This is an optimization exercise on Yosys and OpenROAD, whose aim is small area, not a production implementation.
The RTL was checked by simulation tests, not by an equivalence proof against the original design.

## job 9674
// AudioEffects
module AudioEffects(
input AUD_BCLK,
input rst,
input sw1,
input sw2,
input sw3,
input sw4,
input sw5,
input AUD_ADCDAT,
input AUD_ADCLRCK,
input AUD_DACLRCK,
output AUD_DACDAT
);
wire [15:0] adcL, adcR;
wire dacLoad;
wire phase;         
wire dacBit;
AudioADC myADC(
.AUD_BCLK(AUD_BCLK),
.rst(rst),
.AUD_ADCLRCK(AUD_ADCLRCK),
.AUD_ADCDAT(AUD_ADCDAT),
.dataL(adcL),
.dataR(adcR)
);
reg [143:0] lineL;
reg [143:0] lineR;
reg shiftR;
always @(posedge AUD_BCLK)
begin
	shiftR <= AUD_DACLRCK;
	if (AUD_DACLRCK == 1)
		lineL <= {lineL[127:0], adcL};
	if (shiftR == 1)
		lineR <= {lineR[127:0], adcR};
end
reg [3:0] selD;
always @(posedge AUD_BCLK)
	selD <= {sw5, sw4, sw3, sw2};
wire [3:0] sel = phase ? selD : {sw5, sw4, sw3, sw2};
wire [143:0] x = phase ? lineR : lineL;
wire [15:0] dflt = phase ? adcR : adcL;
wire [15:0] half;
FxCore core(.x(x), .dflt(dflt),
	.lpf(sel == 4'b1000), .hpf(sel == 4'b0100), .comb(sel == 4'b0010), .mavg(sel == 4'b0001),
	.y(half));
AudioDAC myDAC(
.AUD_BCLK(AUD_BCLK),
.rst(rst),
.AUD_DACLRCK(AUD_DACLRCK),
.half(half),
.load(dacLoad),
.loadLo(phase),
.AUD_DACDAT(dacBit)
);
assign AUD_DACDAT = sw1 & dacBit;
endmodule
For scale: ~1100 cells after synthesis, roughly 410 flip-flops, roughly 11 I/O pins, roughly 18000 sq um of cells after synthesis.
Settings: LEC_CHECK=0, ABC_AREA=1, CAP_MARGIN=20, CORE_MARGIN=2, CORE_UTILIZATION=40, CTS_BUF_LIST=sky130_fd_sc_hd__clkbuf_16, CTS_CLUSTER_DIAMETER=100, CTS_CLUSTER_SIZE=24, SLEW_MARGIN=20; clock period 10.0 ns.
standard.sh (not shown) runs the stock make flow with config.mk's settings and CLKGATE_MAP_FILE= SYNTH_SCRIPT=/design/flow/synth_recipe.tcl, a recipe that flattens the netlist after the stock synthesis.
==> flow/flow/run.sh <==
#!/bin/bash
# Own layout flow: the standard flow (standard.sh) with three changes.
#  - Synthesis is synth_recipe.tcl unchanged except that its ABC call (the
#    mapping of the logic between the registers to cells, after the
#    registers are mapped) uses the area-oriented script abc_amap.script.
#  - The clock tree is built without dummy loads, from clusters of up to
#    24 sinks.
#  - The ports are buffered with buf_1 cells.
# standard.sh's output goes to standard.log, each ORFS step's to orfs/logs.
set -euo pipefail
here=$(pwd)
{
  echo 'proc abc {args} {'
  echo '  set i [lsearch $args -script]'
  echo "  if {\$i >= 0} { lset args [expr {\$i + 1}] $here/flow/abc_amap.script }"
  echo '  yosys abc {*}$args'
  echo '}'
  cat synth_recipe.tcl
} > flow/area_synth.tcl
grep -q 'SYNTH_SCRIPT=' standard.sh
sed "s#SYNTH_SCRIPT=[^ ]*#SYNTH_SCRIPT=$here/flow/area_synth.tcl#" standard.sh > flow/standard_area.sh
export CTS_ARGS="-sink_clustering_enable -repair_clock_nets -sink_clustering_size 24 -sink_clustering_max_diameter 100 -buf_list sky130_fd_sc_hd__clkbuf_16 -dont_use_dummy_load"
export BUFFER_PORTS_ARGS="-buffer_cell sky130_fd_sc_hd__buf_1"
bash flow/standard_area.sh > standard.log 2>&1
==> flow/flow/abc_amap.script <==
strash
dch
amap
topo
==> flow/flow/area_synth.tcl <==
proc abc {args} {
  set i [lsearch $args -script]
  if {$i >= 0} { lset args [expr {$i + 1}] /design/flow/flow/abc_amap.script }
  yosys abc {*}$args
}
proc synth {args} { yosys synth -nofsm -noshare {*}$args }
source $::env(SCRIPTS_DIR)/synth.tcl
# left out here: clear keep_hierarchy, flatten, clean up, hide names made inside functions, write 1_2_yosys.v
==> flow/flow/standard_area.sh <==
#!/bin/bash
# The standard flow's own layout of this design, on the ORFS make targets given (by default finish). After
# finish it leaves the final layout's DEF at /design/flow/out/final.def.
set -euo pipefail
make -C /OpenROAD-flow-scripts/flow DESIGN_CONFIG=/design/flow/config.mk WORK_HOME=/design/flow/orfs CLKGATE_MAP_FILE= SYNTH_SCRIPT=/design/flow/flow/area_synth.tcl ABC_AREA=1 CAP_MARGIN=20 CORE_MARGIN=2 CORE_UTILIZATION=40 CTS_BUF_LIST=sky130_fd_sc_hd__clkbuf_16 CTS_CLUSTER_DIAMETER=100 CTS_CLUSTER_SIZE=24 SLEW_MARGIN=20 "${@:-finish}"
if [[ -f /design/flow/orfs/results/sky130hd/AudioEffects/base/6_final.odb ]]; then
  : # left out here: write the final layout as DEF
fi
Job 9674 closes out successfully: all stages finished, all timing, DRC and antenna checks passed.
Modified inputs, job 7424 compared to job 9674
# job 9674
export LEC_CHECK = 0
export ABC_AREA = 1
export CAP_MARGIN = 20
export CORE_MARGIN = 2
export CORE_UTILIZATION = 40
export CTS_BUF_LIST = sky130_fd_sc_hd__clkbuf_16
export CTS_CLUSTER_DIAMETER = 100
export CTS_CLUSTER_SIZE = 24
export SLEW_MARGIN = 20
create_clock -name core_clock -period 10.0 [get_ports {AUD_BCLK}]
# job 7424
export LEC_CHECK = 0
export ABC_AREA = 1
export CAP_MARGIN = 20
export CORE_MARGIN = 2
export CORE_UTILIZATION = 40
export CTS_BUF_LIST = sky130_fd_sc_hd__clkbuf_16
export CTS_CLUSTER_DIAMETER = 100
export CTS_CLUSTER_SIZE = 24
export GPL_TIMING_DRIVEN = 0
export SLEW_MARGIN = 20
create_clock -name core_clock -period 10.0 [get_ports {AUD_BCLK}]
==> flow/flow/standard_area.sh <==
#!/bin/bash
# The standard flow's own layout of this design, on the ORFS make targets given (by default finish). After
# finish it leaves the final layout's DEF at /design/flow/out/final.def.
set -euo pipefail
make -C /OpenROAD-flow-scripts/flow DESIGN_CONFIG=/design/flow/config.mk WORK_HOME=/design/flow/orfs CLKGATE_MAP_FILE= SYNTH_SCRIPT=/design/flow/flow/area_synth.tcl ABC_AREA=1 CAP_MARGIN=20 CORE_MARGIN=2 CORE_UTILIZATION=40 CTS_BUF_LIST=sky130_fd_sc_hd__clkbuf_16 CTS_CLUSTER_DIAMETER=100 CTS_CLUSTER_SIZE=24 GPL_TIMING_DRIVEN=0 SLEW_MARGIN=20 "${@:-finish}"
if [[ -f /design/flow/orfs/results/sky130hd/AudioEffects/base/6_final.odb ]]; then
  : # left out here: write the final layout as DEF
fi
Notes after the runs:
Job 7424 closes out successfully: all stages finished, all timing, DRC and antenna checks passed. Lower routed wire length goes to job 9674 over job 7424. In the flow results for job 9674 and job 7424, the quantity of gates resized following cts is smaller on job 9674. Job 7424 ended with more wire length on met3 than job 9674. Utilization after layout was lower in the run labelled job 9674. Between job 9674 and job 7424, the worst slew margin relative to its limit is lower for job 7424. Layout buffering overhead excluding clock cells on job 7424 is up relative to job 9674. Relative to job 9674, global-route usage decreased by 0.27 points in job 7424.


Setup of run 1:
Starting RTL as in the previous note.
clock: 10.0 ns
lec_check: 0
abc_area: 1
cap_margin: 20
core_margin: 2
core_utilization: 40
cts_buf_list: sky130_fd_sc_hd__clkbuf_16
cts_cluster_diameter: 110
cts_cluster_size: 30
slew_margin: 20
==> flow/flow/run.sh <==
#!/bin/bash
# Standard layout with two changes: clock tree without dummy loads, and
# ports buffered with buf_1 cells.  Each tool's output is in orfs/logs;
# standard.sh's own output goes to standard.log.
set -e
cp standard.sh standard_sh.log
export CTS_ARGS="-sink_clustering_enable -repair_clock_nets -sink_clustering_size 30 -sink_clustering_max_diameter 110 -buf_list sky130_fd_sc_hd__clkbuf_16 -dont_use_dummy_load"
export BUFFER_PORTS_ARGS="-buffer_cell sky130_fd_sc_hd__buf_1"
bash standard.sh > standard.log 2>&1
Edits applied to the flow inputs when going from run 1 to run 2:
- swapping 30 for 24 in CTS_CLUSTER_SIZE
- clearing ABC_AREA, which used to be 1
- swapping 110 for 100 in CTS_CLUSTER_DIAMETER
==> flow/run.sh (new file) <==
#!/bin/bash
# synth_recipe.tcl (not shown) runs the flow's synth.tcl, then flattens the netlist and writes it again
# the make line also repeats each setting of config.mk as NAME=value (left out here)
make -C /OpenROAD-flow-scripts/flow DESIGN_CONFIG=/design/flow/config.mk WORK_HOME=/design/flow/orfs CLKGATE_MAP_FILE= SYNTH_SCRIPT=/design/flow/synth_recipe.tcl finish
removed: flow/flow/run.sh
removed: flow/standard.sh
==> results.txt <==
Run 2 vs run 1 on count of clock-buffer cells in the layout: run 2 is the higher one. In the flow results for run 2 and run 1, the met3 wire length is larger on run 1. In the flow results for run 2 and run 1, the net count after synthesis is larger on run 1.
### run 2 -> run 3
- CTS_CLUSTER_SIZE now 30, was 24
- CTS_CLUSTER_DIAMETER now 110, was 100
- ABC_AREA now 1, previously not set
--- outcome ---
- Sort run 3 and run 2 by post-route clock period utilization, descending, and run 2 comes first.
- Relative to run 2, number of nets at the end of the flow increased by 14% in run 3.
- Compared with run 2, in run 3 setup slack of the most critical reg-to-reg path grew by 70 ps, worst setup margin grew by 530 ps, global-route usage grew by 0.96 points.
- The core of run 3 is less densely filled than that of run 2.
- Going from run 2 to run 3, count of unique library cells instantiated by Yosys shrinks by 45%.
[inputs] run 4 vs run 3
- changing CTS_CLUSTER_DIAMETER from 110 to 100
- changing CTS_CLUSTER_SIZE from 30 to 24
==> flow/flow/run.sh (new file) <==
#!/bin/bash
# Own layout flow: the standard flow (standard.sh) with three changes.
#  - Synthesis is synth_recipe.tcl unchanged except that its ABC call (the
#    mapping of the logic between the registers to cells, after the
#    registers are mapped) uses the area-oriented script abc_amap.script.
#  - The clock tree is built without dummy loads, from clusters of up to
#    24 sinks.
#  - The ports are buffered with buf_1 cells.
# standard.sh's output goes to standard.log, each ORFS step's to orfs/logs.
set -euo pipefail
here=$(pwd)
{
  echo 'proc abc {args} {'
  echo '  set i [lsearch $args -script]'
  echo "  if {\$i >= 0} { lset args [expr {\$i + 1}] $here/flow/abc_amap.script }"
  echo '  yosys abc {*}$args'
  echo '}'
  cat synth_recipe.tcl
} > flow/area_synth.tcl
grep -q 'SYNTH_SCRIPT=' standard.sh
sed "s#SYNTH_SCRIPT=[^ ]*#SYNTH_SCRIPT=$here/flow/area_synth.tcl#" standard.sh > flow/standard_area.sh
export CTS_ARGS="-sink_clustering_enable -repair_clock_nets -sink_clustering_size 24 -sink_clustering_max_diameter 100 -buf_list sky130_fd_sc_hd__clkbuf_16 -dont_use_dummy_load"
export BUFFER_PORTS_ARGS="-buffer_cell sky130_fd_sc_hd__buf_1"
bash flow/standard_area.sh > standard.log 2>&1
==> flow/flow/abc_amap.script (new file) <==
strash
dch
amap
topo
==> flow/standard.sh (new file) <==
#!/bin/bash
# synth_recipe.tcl (not shown) runs the flow's synth.tcl, then flattens the netlist and writes it again
# the make line also repeats each setting of config.mk as NAME=value (left out here)
make -C /OpenROAD-flow-scripts/flow DESIGN_CONFIG=/design/flow/config.mk WORK_HOME=/design/flow/orfs CLKGATE_MAP_FILE= SYNTH_SCRIPT=/design/flow/synth_recipe.tcl "${@:-finish}"
removed: flow/run.sh
## What came out
Per the comparison of run 4 with run 3, fmax down 5.5 MHz, minimum setup slack after placement saw a decrease, share of the core filled with cells rose 1.9 points, proportion of final cell area spent on non-clock buffers went up by 1.1 points.
Input-level comparison between run 5 and run 4:
- changing CTS_CLUSTER_DIAMETER from 100 to 110
- changing SLEW_MARGIN from 20 to 5
- changing CAP_MARGIN from 20 to 5
- changing CTS_CLUSTER_SIZE from 24 to 30
==> flow/flow/run.sh <==
#!/bin/bash
# Standard layout with two changes: clock tree without dummy loads, and
# ports buffered with buf_1 cells.  Each tool's output is in orfs/logs;
# standard.sh's own output goes to standard.log.
set -e
cp standard.sh standard_sh.log
export CTS_ARGS="-sink_clustering_enable -repair_clock_nets -sink_clustering_size 30 -sink_clustering_max_diameter 110 -buf_list sky130_fd_sc_hd__clkbuf_16 -dont_use_dummy_load"
export BUFFER_PORTS_ARGS="-buffer_cell sky130_fd_sc_hd__buf_1"
bash standard.sh > standard.log 2>&1
removed: flow/flow/abc_amap.script
==> results.txt <==
Run 5 went all the way through synthesis, placement and routing and the layout is clean on timing, DRC and antenna. Comparing run 5 and run 4, share of cell area taken by multi-input logic gates is higher on run 5. | minimum hold slack | run 5 vs run 4 | 12 ps higher |. Compared with run 4, run 5 shows a higher length of routed met2 wiring. Taking run 4 as the reference point, the initial cell density of the core of run 5 falls by 0.26 points. Taking run 4 as the reference, in run 5 cell area increased 2.0%, routed wire length per instance decreased about 10%. Delta (run 5 minus run 4): xor and xnor fraction of the mapped netlist area climbed 0.56 points.
Changes in run 6 relative to run 5:
- CTS_CLUSTER_SIZE changed from 30 to 24
- CTS_CLUSTER_DIAMETER changed from 110 to 100
- PLACE_DENSITY newly set to 0.75
- CAP_MARGIN changed from 5 to 20
- SLEW_MARGIN changed from 5 to 20
==> flow/run.sh (new file) <==
#!/bin/bash
# synth_recipe.tcl (not shown) runs the flow's synth.tcl, then flattens the netlist and writes it again
# the make line also repeats each setting of config.mk as NAME=value (left out here)
make -C /OpenROAD-flow-scripts/flow DESIGN_CONFIG=/design/flow/config.mk WORK_HOME=/design/flow/orfs CLKGATE_MAP_FILE= SYNTH_SCRIPT=/design/flow/synth_recipe.tcl finish
removed: flow/flow/run.sh
removed: flow/standard.sh
--- outcome ---
- Run 6 ended up with a higher area growth from synthesis to layout than run 5 did.
- Run 6 packs its core tighter than run 5.
- Clock-buffer cell count, run 6 and run 5: larger value in run 6
- As far as number of buffers inserted for hold repair after clock tree synthesis is concerned, run 6 and run 5 perform about the same.
- The lower aggregate routed wire length came out of run 6.
- The wire length of the first global-routing pass of run 6 was superior to that of run 5.
- Comparing run 6 and run 5, worst stage delay on the critical path is lower on run 5.
- Count of cell instances traversed by the critical path down 1 in run 6 wrt run 5
- Both conditions hold for run 6: the flow ran to the end and the final layout passed the timing, design-rule and antenna checks.


== before ==
Another version of the RTL of AudioEffects (not shown whole).
Size in the first run: about 1,100 cells after synthesis.
export LEC_CHECK = 0
export ABC_AREA = 1
export CAP_MARGIN = 20
export CORE_MARGIN = 2
export CORE_UTILIZATION = 40
export CTS_BUF_LIST = sky130_fd_sc_hd__clkbuf_16
export CTS_CLUSTER_DIAMETER = 110
export CTS_CLUSTER_SIZE = 30
export SLEW_MARGIN = 20
create_clock -name core_clock -period 10.0 [get_ports {AUD_BCLK}]
==> flow/flow/run.sh <==
#!/bin/bash
# Own layout flow: the standard flow (standard.sh) with these changes.
#  - Synthesis is synth_recipe.tcl unchanged except that its ABC call (the
#    mapping of the logic between the registers to cells, after the
#    registers are mapped) uses the area-oriented script abc_amap.script.
#  - polopt.py then removes inverters left next to the full adders, by
#    complementing full adders (self-dual) and swapping gates for their
#    complementary cells, and absorb.py folds remaining inverters into the
#    gates they drive (nor2 -> nor2b, ...).  Registers stay as they are.
#    Yosys then proves the edited netlist equivalent to the one synthesis
#    wrote; if it cannot, the flow goes on with synthesis's netlist.
#  - The clock tree is built without dummy loads, from clusters of up to
#    30 sinks.
#  - The ports are buffered with buf_1 cells.
# Logs: standard_synth.log and standard.log (standard.sh), polopt.log,
# absorb.log, equiv.log; each ORFS step's own log is in orfs/logs.
set -euo pipefail
here=$(pwd)
plat=${FLOW_PLATFORM:-sky130hd}
lib=$FLOW_HOME/platforms/$plat/lib/sky130_fd_sc_hd__tt_025C_1v80.lib
{
  echo 'proc abc {args} {'
  echo '  set i [lsearch $args -script]'
  echo "  if {\$i >= 0} { lset args [expr {\$i + 1}] $here/flow/abc_amap.script }"
  echo '  yosys abc {*}$args'
  echo '}'
  cat synth_recipe.tcl
} > flow/area_synth.tcl
grep -q 'SYNTH_SCRIPT=' standard.sh
sed "s#SYNTH_SCRIPT=[^ ]*#SYNTH_SCRIPT=$here/flow/area_synth.tcl#" standard.sh > flow/standard_area.sh
export CTS_ARGS="-sink_clustering_enable -repair_clock_nets -sink_clustering_size 30 -sink_clustering_max_diameter 110 -buf_list sky130_fd_sc_hd__clkbuf_16 -dont_use_dummy_load"
export BUFFER_PORTS_ARGS="-buffer_cell sky130_fd_sc_hd__buf_1"
res=$here/orfs/results/$plat/AudioEffects/base
bash flow/standard_area.sh "$res/1_2_yosys.v" > standard_synth.log 2>&1

cp "$res/1_2_yosys.v" synth_netlist.v
edited=1
python3 flow/polopt.py "$lib" "$res/1_2_yosys.v" > polopt.log 2>&1 || edited=0
if [ $edited = 1 ]; then
  python3 flow/absorb.py "$lib" "$res/1_2_yosys.v" > absorb.log 2>&1 || edited=0
fi
if [ $edited = 1 ]; then
  cat > equiv.ys <<EOF
read_liberty -ignore_miss_func $lib
read_verilog $here/synth_netlist.v
rename $FLOW_TOP gold
read_verilog $res/1_2_yosys.v
rename $FLOW_TOP gate
hierarchy -check
flatten
proc
async2sync
opt_clean
rename -hide gold/w:_*
rename -hide gate/w:_*
equiv_make gold gate equiv
hierarchy -top equiv
equiv_simple -seq 1
equiv_induct
equiv_status -assert
EOF
  yosys -s equiv.ys > equiv.log 2>&1 || edited=0
fi
if [ $edited = 0 ]; then
  echo "netlist edit not used" >> equiv.log
  cp synth_netlist.v "$res/1_2_yosys.v"
fi
bash flow/standard_area.sh > standard.log 2>&1
==> flow/flow/standard_area.sh <==
#!/bin/bash
# The standard flow's own layout of this design, on the ORFS make targets given (by default finish). After
# finish it leaves the final layout's DEF at /design/flow/out/final.def.
set -euo pipefail
make -C /OpenROAD-flow-scripts/flow DESIGN_CONFIG=/design/flow/config.mk WORK_HOME=/design/flow/orfs CLKGATE_MAP_FILE= SYNTH_SCRIPT=/design/flow/flow/area_synth.tcl ABC_AREA=1 CAP_MARGIN=20 CORE_MARGIN=2 CORE_UTILIZATION=40 CTS_BUF_LIST=sky130_fd_sc_hd__clkbuf_16 CTS_CLUSTER_DIAMETER=110 CTS_CLUSTER_SIZE=30 SLEW_MARGIN=20 "${@:-finish}"
if [[ -f /design/flow/orfs/results/sky130hd/AudioEffects/base/6_final.odb ]]; then
  : # left out here: write the final layout as DEF
fi
Scripts as last shown in full above: flow/flow/area_synth.tcl
Other scripts of this flow, unchanged in this note and not shown: flow/flow/abc_amap.script, flow/flow/absorb.py, flow/flow/polopt.py
before | status: complete | timing, DRC, antenna: pass
[inputs] after vs before
removed: flow/flow/area_synth.tcl
removed: flow/flow/standard_area.sh
Results
after finished every step from synthesis to the final layout, and the layout passed the timing, design-rule and antenna checks. Changes observed in after relative to before: worst relative slew slack now sits at about the same level, via count held steady. Final sequential cell count: after vs before identical. Going from before to after, final core utilization did not really move; maximum clock frequency closely matched the old numbers; non-clock inverter instance count of the final layout saw little to no change; netlist area before placement held.

[separate check: timing with driven ports]
No port has a modelled driver above. Below, the same layouts with a new extraction and two added sets of constraints.
Step 1 sets driving cells, clkbuf_16 on the clock port and buf_2 on the other inputs (assumed; they add their load-dependent delay and slew).
Step 2 times the ports against the registers' clock, not the clock port: input delays grow and output delays shrink by t, the midpoint of the rising clock arrivals with the driver on.
Three values: ideal ports, drivers, drivers and shift; two values: the first two.
run	t, ns	setup WS [ns]	worst setup path at the end	slew at the worst register clock pin (ns)	pins driven straight from the clock port
job 9674	0.581	0.556 / 0.585 / 0.004	input to register	0.10 / 0.10	1
job 7424	0.588	0.226 / 0.257 / -0.331	input to register	0.10 / 0.10	1
run 1	0.586	1.351 / 1.378 / 0.792	input to register	0.12 / 0.12	1
run 2	0.585	0.498 / 0.527 / -0.057	input to register	0.10 / 0.10	1
run 3	0.591	1.026 / 1.055 / 0.464	input to register	0.12 / 0.12	1
run 4	0.581	0.556 / 0.585 / 0.004	input to register	0.10 / 0.10	1
run 5	0.586	1.351 / 1.378 / 0.792	input to register	0.12 / 0.12	1
run 6	0.594	0.912 / 0.934 / 0.340	input to register	0.11 / 0.11	1
before	0.567	0.735 / 0.767 / 0.200	input to register	0.12 / 0.12	1
after	0.567	0.735 / 0.767 / 0.200	input to register	0.12 / 0.12	1
Met with ideal ports but missed after step 2: setup timing in job 7424 and run 2. The setup slack of run 6, which loses most, moves by +0.022 ns with the drivers and by -0.572 ns with both steps.
